Source: an optimization exercise on an open RTL-to-GDS flow (aim: small area and a short achievable clock period). Production flows keep margins and buffers that such runs may drop. RTL that was checked went through simulation tests only; none was proved equivalent to the original. Power figures rest on the tool's default switching activity, not on a simulated workload.

07-18:
// reduce_instr
module reduce_instr (
	input  [81:0] packetIn,
	input  [60:0] new_comm,
	input         clk,
	input         rst,
	output        rd_en,
	output [84:0] packetOut
);
Size in the first run: about 1,600 cells after synthesis.
export LEC_CHECK = 0
export ABC_AREA = 1
export CAP_MARGIN = 20
export CORE_MARGIN = 2
export CORE_UTILIZATION = 60
export SLEW_MARGIN = 20
create_clock -name core_clock -period 20.0 [get_ports {clk}]
standard.sh (not shown) runs the stock make flow with config.mk's settings and CLKGATE_MAP_FILE= SYNTH_SCRIPT=/design/flow/synth_recipe.tcl, a recipe that flattens the netlist after the stock synthesis.
==> flow/flow/run.sh <==
#!/bin/bash
# Standard synthesis; its combinational cells re-mapped by ABC for area
# (flip-flops untouched); then the standard layout steps, with buf_1 port
# buffers, a larger setup target for timing repair and a lighter clock tree.
set -euo pipefail
export BUFFER_PORTS_ARGS="-buffer_cell sky130_fd_sc_hd__buf_1"
export SETUP_SLACK_MARGIN=9.5
export CTS_ARGS="-sink_clustering_enable -repair_clock_nets -buf_list sky130_fd_sc_hd__clkbuf_8 -sink_clustering_size 14 -sink_clustering_max_diameter 80 -dont_use_dummy_load"
bash standard.sh synth > synth.log 2>&1
R=orfs/results/$FLOW_PLATFORM/reduce_instr/base
cp $R/1_2_yosys.v std_synth.v
export REMAP_LIB=$FLOW_HOME/platforms/$FLOW_PLATFORM/lib/sky130_fd_sc_hd__tt_025C_1v80.lib
export REMAP_IN=std_synth.v REMAP_OUT=remapped.v REMAP_TOP=$FLOW_TOP
export REMAP_DONT_USE="$(cat flow/dont_use.txt)"
export REMAP_FAST=flow/fast.abc REMAP_AREA=flow/area.abc
$FLOW_HOME/../tools/install/yosys/bin/yosys -c flow/remap.tcl > remap.log 2>&1
cp remapped.v $R/1_2_yosys.v
rm -f $R/1_synth.odb $R/1_synth.sdc
bash standard.sh finish > finish.log 2>&1
Other scripts of this flow, unchanged in this note and not shown: flow/flow/area.abc, flow/flow/dont_use.txt, flow/flow/fast.abc, flow/flow/remap.tcl
Setup changes, 07-18 to 04-19
# 07-18
export LEC_CHECK = 0
export ABC_AREA = 1
export CAP_MARGIN = 20
export CORE_MARGIN = 2
export CORE_UTILIZATION = 60
export SLEW_MARGIN = 20
create_clock -name core_clock -period 20.0 [get_ports {clk}]
# 04-19
export LEC_CHECK = 0
export ABC_AREA = 1
export CAP_MARGIN = 20
export CORE_MARGIN = 2
export CORE_UTILIZATION = 70
export SLEW_MARGIN = 20
create_clock -name core_clock -period 20.0 [get_ports {clk}]
diff --git a/flow/flow/run.sh b/flow/flow/run.sh
--- a/flow/flow/run.sh
+++ b/flow/flow/run.sh
@@ -7 +7 @@
-export SETUP_SLACK_MARGIN=9.5
+export SETUP_SLACK_MARGIN=9
Notes after the runs:
- Against 07-18 as the reference, 04-19 delivers a lower maximum frequency.
- Diff 07-18 -> 04-19: clock period minus worst slack now larger; area added between synthesis and finish grew by 0.60 points.
- The fraction of area in registers in 04-19 sits 0.22 points below the value recorded for 07-18.
- NOTE total number of vias 07-18->04-19 increased by more than 10%
- Per the comparison of 04-19 with 07-18, max-slew headroom at the worst pin went up, die area shrank by 14%.


## juniper
Another version of the RTL of reduce_instr (not shown whole).
Size: ~1,500 cells after synthesis, about 230 I/O pins.
// reduce_instr
module reduce_instr (
	input  [81:0] packetIn,
	input  [60:0] new_comm,
	input         clk,
	input         rst,
	output        rd_en,
	output [84:0] packetOut
);
Settings: LEC_CHECK=0, ABC_AREA=1, CAP_MARGIN=20, CORE_MARGIN=2, CORE_UTILIZATION=55, SLEW_MARGIN=20; clock period 20.0 ns.
==> flow/flow/run.sh <==
#!/bin/bash
# Standard synthesis; its combinational cells re-mapped by ABC for area
# (flip-flops untouched); then the standard layout steps, with buf_1 port
# buffers, a larger setup target for timing repair and a lighter clock tree.
set -euo pipefail
export BUFFER_PORTS_ARGS="-buffer_cell sky130_fd_sc_hd__buf_1"
export SETUP_SLACK_MARGIN=9
export CTS_ARGS="-sink_clustering_enable -repair_clock_nets -buf_list sky130_fd_sc_hd__clkbuf_8 -sink_clustering_size 14 -sink_clustering_max_diameter 80 -dont_use_dummy_load"
bash standard.sh synth > synth.log 2>&1
R=orfs/results/$FLOW_PLATFORM/reduce_instr/base
cp $R/1_2_yosys.v std_synth.v
export REMAP_LIB=$FLOW_HOME/platforms/$FLOW_PLATFORM/lib/sky130_fd_sc_hd__tt_025C_1v80.lib
export REMAP_IN=std_synth.v REMAP_OUT=remapped.v REMAP_TOP=$FLOW_TOP
export REMAP_DONT_USE="$(cat flow/dont_use.txt)"
export REMAP_FAST=flow/fast.abc REMAP_AREA=flow/area.abc
$FLOW_HOME/../tools/install/yosys/bin/yosys -c flow/remap.tcl > remap.log 2>&1
cp remapped.v $R/1_2_yosys.v
rm -f $R/1_synth.odb $R/1_synth.sdc
bash standard.sh finish > finish.log 2>&1
Other scripts of this flow, unchanged in this note and not shown: flow/flow/area.abc, flow/flow/dont_use.txt, flow/flow/fast.abc, flow/flow/remap.tcl
juniper was carried through to the last stage, and its layout satisfied the timing, design-rule and antenna checks.
## Diff of input files: sierra against juniper
--- a/flow/flow/run.sh
+++ b/flow/flow/run.sh
@@ -6,3 +6,3 @@
 export BUFFER_PORTS_ARGS="-buffer_cell sky130_fd_sc_hd__buf_1"
-export SETUP_SLACK_MARGIN=9
+export SETUP_SLACK_MARGIN=9.5
 export CTS_ARGS="-sink_clustering_enable -repair_clock_nets -buf_list sky130_fd_sc_hd__clkbuf_8 -sink_clustering_size 14 -sink_clustering_max_diameter 80 -dont_use_dummy_load"
## What came out
- Filler cell count across sierra and juniper: no real change.
- sierra against juniper; maximum number of pins on one net before global-route repair is down by more than 10%.
- sierra against juniper: clock power shows no meaningful change, final design utilization shows an increase of 0.38 points.
Function was not checked in any run of this note: the RTL went through the layout flow alone.


reduce_instr with an RTL version that a note above also has.
Size: ~230 I/O pins, ~14000 µm² of cells after synthesis.
Settings: LEC_CHECK=0, ABC_AREA=1, CAP_MARGIN=20, CORE_MARGIN=2, CORE_UTILIZATION=60, SLEW_MARGIN=20; clock period 20.0 ns.
==> flow/flow/run.sh <==
#!/bin/bash
# Standard synthesis (ORFS synth.tcl through synth_recipe.tcl), with only its ABC
# script changed to one that keeps the design's logic structure; then the
# combinational cells re-mapped by ABC (flip-flops untouched): the input cone
# of rd_en for delay, the rest for area. Then the standard layout steps, with
# buf_1 port buffers, a larger setup target for timing repair and a lighter
# clock tree.
set -euo pipefail
export BUFFER_PORTS_ARGS="-buffer_cell sky130_fd_sc_hd__buf_1"
export SETUP_SLACK_MARGIN=9
export CTS_ARGS="-sink_clustering_enable -repair_clock_nets -buf_list sky130_fd_sc_hd__clkbuf_8 -sink_clustering_size 14 -sink_clustering_max_diameter 80 -dont_use_dummy_load"
rm -rf scripts_local
cp -r $FLOW_HOME/scripts scripts_local
cp flow/synth.abc scripts_local/abc_area.script
SCRIPTS_DIR=$PWD/scripts_local bash standard.sh synth > synth.log 2>&1
R=orfs/results/$FLOW_PLATFORM/reduce_instr/base
cp $R/1_2_yosys.v std_synth.v
export REMAP_LIB=$FLOW_HOME/platforms/$FLOW_PLATFORM/lib/sky130_fd_sc_hd__tt_025C_1v80.lib
export REMAP_IN=std_synth.v REMAP_OUT=remapped.v REMAP_TOP=$FLOW_TOP
export REMAP_DONT_USE="$(cat flow/dont_use.txt)"
export REMAP_FAST=flow/fast.abc REMAP_AREA=flow/area.abc
$FLOW_HOME/../tools/install/yosys/bin/yosys -c flow/remap.tcl > remap.log 2>&1
cp remapped.v $R/1_2_yosys.v
rm -f $R/1_synth.odb $R/1_synth.sdc
bash standard.sh finish > finish.log 2>&1
==> flow/flow/fast.abc <==
strash
dc2
dch
map -B 0.9
==> flow/flow/synth.abc <==
strash
map
Other scripts of this flow, unchanged in this note and not shown: flow/flow/area.abc, flow/flow/dont_use.txt, flow/flow/remap.tcl
Edit:
==> flow/flow/run.sh (replaced) <==
#!/bin/bash
# Standard synthesis; its combinational cells re-mapped by ABC for area
# (flip-flops untouched); then the standard layout steps, with buf_1 port
# buffers, a larger setup target for timing repair and a lighter clock tree.
set -euo pipefail
export BUFFER_PORTS_ARGS="-buffer_cell sky130_fd_sc_hd__buf_1"
export SETUP_SLACK_MARGIN=9
export CTS_ARGS="-sink_clustering_enable -repair_clock_nets -buf_list sky130_fd_sc_hd__clkbuf_8 -sink_clustering_size 14 -sink_clustering_max_diameter 80 -dont_use_dummy_load"
bash standard.sh synth > synth.log 2>&1
R=orfs/results/$FLOW_PLATFORM/reduce_instr/base
cp $R/1_2_yosys.v std_synth.v
export REMAP_LIB=$FLOW_HOME/platforms/$FLOW_PLATFORM/lib/sky130_fd_sc_hd__tt_025C_1v80.lib
export REMAP_IN=std_synth.v REMAP_OUT=remapped.v REMAP_TOP=$FLOW_TOP
export REMAP_DONT_USE="$(cat flow/dont_use.txt)"
export REMAP_FAST=flow/fast.abc REMAP_AREA=flow/area.abc
$FLOW_HOME/../tools/install/yosys/bin/yosys -c flow/remap.tcl > remap.log 2>&1
cp remapped.v $R/1_2_yosys.v
rm -f $R/1_synth.odb $R/1_synth.sdc
bash standard.sh finish > finish.log 2>&1
removed: flow/flow/synth.abc
=>
- The changed run went through all stages and came out clean
- total power decreases by 2.4%
- worst hold slack improves by 7.8 ps
- final area decreases by 4.0%
- sequential share of layout area increases by 1.7 points
- via count decreases by 2.9%
- fmax is about the same
- worst setup slack degrades by 32 ps
- register-to-register slack improves by 210 ps
Edit:
==> flow/flow/fast.abc (replaced) <==
strash
&get -n
&st
&syn2
&if -g -K 6
&synch2
&nf
&put
Area after synthesis rises by about 2.4%.
Clock-buffer cell count increases by 1.
Critical path depth decreases by 13.
Via count grows by 5.4%.
Edit:
--- a/flow/flow/run.sh
+++ b/flow/flow/run.sh
@@ -5,5 +5,5 @@
 set -euo pipefail
 export BUFFER_PORTS_ARGS="-buffer_cell sky130_fd_sc_hd__buf_1"
-export SETUP_SLACK_MARGIN=9
+export SETUP_SLACK_MARGIN=8.5
 export CTS_ARGS="-sink_clustering_enable -repair_clock_nets -buf_list sky130_fd_sc_hd__clkbuf_8 -sink_clustering_size 14 -sink_clustering_max_diameter 80 -dont_use_dummy_load"
 bash standard.sh synth > synth.log 2>&1
==> flow/flow/fast.abc (replaced) <==
strash
dc2
dch
map -B 0.9
The changed run produced a clean layout.
Critical path depth went up by 12.
Clock skew stays flat.
Clock power came out lower by about 4%.
Cell count increases by 2.8%.
Wire length came out lower by 16%.
Maximum frequency climbs by 1.3%.
Hold slack got worse by 13 ps.
First-iteration DRC count is lower by 24%.
Area after synthesis came out lower by 2.3%.


== run A ==
Another version of the RTL of reduce_instr (not shown whole).
For scale: about 230 I/O pins, ~0.015 sq mm of cells after synthesis.
clock: 20.0 ns
lec_check: 0
abc_area: 1
cap_margin: 20
core_margin: 2
core_utilization: 40
setup_slack_margin: 5
slew_margin: 20
==> flow/flow/run.sh <==
#!/bin/bash
# Standard layout, with plain buf_1 cells as the port buffers.
set -euo pipefail
export BUFFER_PORTS_ARGS="-buffer_cell sky130_fd_sc_hd__buf_1"
bash standard.sh finish > standard.log 2>&1
#### Input delta (run B over run A)
- a deleted SETUP_SLACK_MARGIN that had been 5
==> flow/flow/run.sh <==
#!/bin/bash
# Standard layout, with plain buf_1 cells as the port buffers and a larger
# setup target for the timing repair steps.
set -euo pipefail
export BUFFER_PORTS_ARGS="-buffer_cell sky130_fd_sc_hd__buf_1"
export SETUP_SLACK_MARGIN=10
bash standard.sh finish > standard.log 2>&1
Notes after the runs:
Run B ended up with a lower sequential share of layout area than run A did. Setup slack came out higher on run B than on run A. Against run A, wire length per cell in run B rose by a few percent.


wip/pepper:
reduce_instr again, from the RTL that the note above started with.
export LEC_CHECK = 0
export ABC_AREA = 1
export CAP_MARGIN = 20
export CORE_MARGIN = 2
export CORE_UTILIZATION = 40
export SLEW_MARGIN = 20
create_clock -name core_clock -period 20.0 [get_ports {clk}]
==> flow/flow/run.sh <==
#!/bin/bash
# Standard layout, with plain buf_1 cells as the port buffers, a larger setup
# target for the timing repair steps and a lighter clock tree.
set -euo pipefail
export BUFFER_PORTS_ARGS="-buffer_cell sky130_fd_sc_hd__buf_1"
export SETUP_SLACK_MARGIN=10
export CTS_ARGS="-sink_clustering_enable -repair_clock_nets -buf_list sky130_fd_sc_hd__clkbuf_8 -dont_use_dummy_load"
bash standard.sh finish > standard.log 2>&1
> inputs changed (wip/pepper -> wip/garnet)
-- flow/flow/run.sh --
<<< wip/pepper, line 7
export CTS_ARGS="-sink_clustering_enable -repair_clock_nets -buf_list sky130_fd_sc_hd__clkbuf_8 -dont_use_dummy_load"
>>> wip/garnet, line 7
export CTS_ARGS="-sink_clustering_enable -repair_clock_nets -buf_list sky130_fd_sc_hd__clkbuf_4 -dont_use_dummy_load"
## What came out
wip/garnet: PASS, flow complete, no timing, DRC or antenna violations. Relative to wip/pepper, net switching component of the power has decreased by 0.48% in wip/garnet. Of wip/pepper and wip/garnet, the higher total power belongs to wip/pepper. On post-detailed-routing wire length, wip/garnet tracks wip/pepper almost exactly. In wip/garnet, the non-clock buffer count came out 5 above the value in wip/pepper.
#### Input delta (wip/xenon over wip/garnet)
==> flow/flow/run.sh <==
#!/bin/bash
# Standard layout, with plain buf_1 cells as the port buffers and a larger
# setup target for the timing repair steps.
set -euo pipefail
export BUFFER_PORTS_ARGS="-buffer_cell sky130_fd_sc_hd__buf_1"
export SETUP_SLACK_MARGIN=8
bash standard.sh finish > standard.log 2>&1
## What came out
Lower worst relative slew slack among wip/garnet and wip/xenon: wip/xenon. wip/xenon: portion of the clock cycle consumed by the worst path in the final layout is 0.38 points higher than what wip/garnet reported. wip/garnet -> wip/xenon: layout sequential cell count delta 0, exact match. A cell with the biggest individual delay on the critical path of sky130_fd_sc_hd__fa_2 is what wip/xenon shows, while sky130_fd_sc_hd__ha_4 belongs to wip/garnet. Comparing wip/garnet and wip/xenon, the higher via count of the first global-routing pass is on wip/garnet. STATUS post-layout worst setup margin: wip/xenon loses against wip/garnet. Compared wip/xenon vs wip/garnet, and fraction of power consumed by combinational cells is down in wip/xenon.
Input-level comparison between wip/fjord and wip/xenon:
- SETUP_SLACK_MARGIN newly set to 5
==> flow/run.sh (new file) <==
#!/bin/bash
# synth_recipe.tcl (not shown) runs the flow's synth.tcl, then flattens the netlist and writes it again
# the make line also repeats each setting of config.mk as NAME=value (left out here)
make -C /OpenROAD-flow-scripts/flow DESIGN_CONFIG=/design/flow/config.mk WORK_HOME=/design/flow/orfs CLKGATE_MAP_FILE= SYNTH_SCRIPT=/design/flow/synth_recipe.tcl finish
removed: flow/flow/run.sh
removed: flow/standard.sh
Findings:
The instance count on the critical path number comes out lower for wip/fjord vs wip/xenon.
Diff wip/xenon and wip/fjord: core occupancy in the finished layout higher in wip/fjord
Comparing minimum clock period after layout for wip/xenon and wip/fjord, the bigger number came from wip/fjord.
NOTE: number of cells in the finished layout apart from fillers in wip/fjord falls short of that of wip/xenon
Comparing the two runs side by side, wip/fjord comes out behind wip/xenon on setup slack.


reduce_instr, a different RTL version from the one above (not shown whole).
For scale: about 1400 cells after synthesis.
clock: 20.0 ns
lec_check: 0
abc_area: 1
cap_margin: 20
core_margin: 2
core_utilization: 40
slew_margin: 20
==> flow/flow/run.sh <==
#!/bin/bash
# Standard synthesis; its combinational cells re-mapped by ABC for area
# (flip-flops untouched); then the standard layout steps, with buf_1 port
# buffers, a larger setup target for timing repair and a lighter clock tree.
set -euo pipefail
export BUFFER_PORTS_ARGS="-buffer_cell sky130_fd_sc_hd__buf_1"
export SETUP_SLACK_MARGIN=12
export CTS_ARGS="-sink_clustering_enable -repair_clock_nets -buf_list sky130_fd_sc_hd__clkbuf_8 -sink_clustering_size 14 -sink_clustering_max_diameter 80 -dont_use_dummy_load"
bash standard.sh synth > synth.log 2>&1
R=orfs/results/$FLOW_PLATFORM/reduce_instr/base
cp $R/1_2_yosys.v std_synth.v
export REMAP_LIB=$FLOW_HOME/platforms/$FLOW_PLATFORM/lib/sky130_fd_sc_hd__tt_025C_1v80.lib
export REMAP_IN=std_synth.v REMAP_OUT=remapped.v REMAP_TOP=$FLOW_TOP
export REMAP_DONT_USE="$(cat flow/dont_use.txt)"
export REMAP_FAST=flow/fast.abc
$FLOW_HOME/../tools/install/yosys/bin/yosys -c flow/remap.tcl > remap.log 2>&1
cp remapped.v $R/1_2_yosys.v
rm -f $R/1_synth.odb $R/1_synth.sdc
bash standard.sh finish > finish.log 2>&1
==> flow/flow/fast.abc <==
strash
dc2
dch
map -B 0.9
==> flow/flow/remap.tcl <==
# Re-map the combinational cells of the standard synthesis netlist with ABC's
# default area-oriented script. The flip-flop instances (names, cell types)
# are kept as they are: they are black boxes here.
set lib $::env(REMAP_LIB)
yosys read_liberty -ignore_miss_func -overwrite -setattr liberty_cell $lib
yosys read_verilog $::env(REMAP_IN)
yosys hierarchy -top $::env(REMAP_TOP)
set seq {}
foreach c [split [string trim [exec grep -oE {sky130_fd_sc_hd__[a-z0-9_]+} $::env(REMAP_IN) | sort -u]] "\n"] {
  if { [regexp {__(e?dfxtp|dfrtp|dfstp|dfbbp|sdf|dl)} $c] } { lappend seq $c }
}
yosys blackbox {*}$seq
yosys flatten
yosys opt -purge
set du {}
foreach c $::env(REMAP_DONT_USE) { lappend du -dont_use $c }
yosys select -set cone w:rd_en %cie*
yosys abc -script $::env(REMAP_FAST) -liberty $lib {*}$du @cone
yosys abc -liberty $lib {*}$du
yosys opt_clean -purge
yosys stat -liberty $lib
yosys write_verilog -noattr -nohex -nodec $::env(REMAP_OUT)
Other scripts of this flow, unchanged in this note and not shown: flow/flow/dont_use.txt
The baseline passed the timing, design-rule and antenna checks.
Change:
--- a/flow/flow/run.sh
+++ b/flow/flow/run.sh
@@ -7 +7 @@
-export SETUP_SLACK_MARGIN=12
+export SETUP_SLACK_MARGIN=8
Settings changed: CORE_UTILIZATION 40 to 55.
After rerunning:
- The new run went through all stages and came out clean
- final area goes down by 8.3%
- global-route usage goes up by 5.6 points
- total power goes down by 3.8%
- hold slack improved by 0.011 ns
- count of clock-buffer cells in the layout goes down by 3
- worst setup slack got worse by 0.39 ns
- wire length goes down by 9.8%
- die area goes down by 27%
- register-to-register slack got worse by 0.89 ns
- combinational power goes down by 19%
- fmax goes down by 3.4%
Change:
--- a/flow/flow/run.sh
+++ b/flow/flow/run.sh
@@ -7 +7 @@
-export SETUP_SLACK_MARGIN=8
+export SETUP_SLACK_MARGIN=10
@@ -15 +14,0 @@
-export REMAP_FAST=flow/fast.abc
--- a/flow/flow/remap.tcl
+++ b/flow/flow/remap.tcl
@@ -17,2 +16,0 @@
-yosys select -set cone w:rd_en %cie*
-yosys abc -script $::env(REMAP_FAST) -liberty $lib {*}$du @cone
Settings changed: CORE_UTILIZATION 55 to 40.
removed: flow/flow/fast.abc
- The changed run went through all stages and came out clean
- global-route usage came out lower by 3.5 points
- first-iteration DRC count came out lower by 8.0%
- wire length came out higher by 22%

what the ideal ports hide:
No port has a modelled driver above. Below, the same layouts with a new extraction and two added sets of constraints.
Step 1 assumes that a clkbuf_16 drives the clock port and a buf_2 every other input.
Step 2 adds t to the input delays and takes it off the output delays; t is the mean of the earliest and latest rising clock arrival at the registers after step 1. Input paths then give back, and output paths get back, about the clock's delay inside the block.
Three values: ideal ports, drivers, drivers and shift; two values: the first two.
run | shift t [ns] | setup WS [ns] | hold WS [ns] | cell pins on the clock port's net
07-18 | 0.587 | 9.043 / 8.982 / 8.982 | 0.458 / 0.458 / 0.458 | 1
04-19 | 0.629 | 8.897 / 8.828 / 8.544 | 0.465 / 0.465 / 0.465 | 1
juniper | 0.618 | 8.870 / 8.829 / 8.829 | 0.458 / 0.458 / 0.458 | 1
sierra | 0.609 | 8.889 / 8.813 / 8.813 | 0.459 / 0.459 / 0.459 | 1
the first run of note 3 | 0.607 | 9.092 / 9.043 / 9.043 | 0.462 / 0.462 / 0.462 | 1
the second run of note 3 | 0.583 | 9.060 / 9.023 / 8.873 | 0.469 / 0.469 / 0.469 | 1
the third run of note 3 | 0.597 | 8.622 / 8.580 / 8.580 | 0.463 / 0.463 / 0.463 | 1
the fourth run of note 3 | 0.597 | 8.770 / 8.750 / 8.455 | 0.450 / 0.450 / 0.450 | 1
run A | 0.579 | 7.124 / 7.088 / 7.088 | 0.466 / 0.466 / 0.466 | 1
run B | 0.589 | 8.252 / 8.199 / 8.199 | 0.467 / 0.467 / 0.467 | 1
wip/pepper | 0.629 | 8.268 / 8.201 / 8.201 | 0.451 / 0.451 / 0.451 | 1
wip/garnet | 0.745 | 8.248 / 8.205 / 8.205 | 0.468 / 0.468 / 0.468 | 1
wip/xenon | 0.583 | 8.171 / 8.118 / 8.118 | 0.467 / 0.467 / 0.467 | 1
wip/fjord | 0.587 | 6.378 / 6.341 / 6.341 | 0.465 / 0.465 / 0.465 | 1
the first run of note 6 | 0.613 | 8.827 / 8.764 / 8.764 | 0.454 / 0.454 / 0.454 | 1
the second run of note 6 | 0.621 | 8.435 / 8.414 / 8.414 | 0.465 / 0.465 / 0.465 | 1
the third run of note 6 | 0.618 | 7.531 / 7.494 / 7.494 | 0.459 / 0.459 / 0.459 | 1
After both steps setup and hold are still met in every run listed. The setup slack of 04-19, which loses most, moves by -0.069 ns with the drivers and by -0.353 ns with both steps.
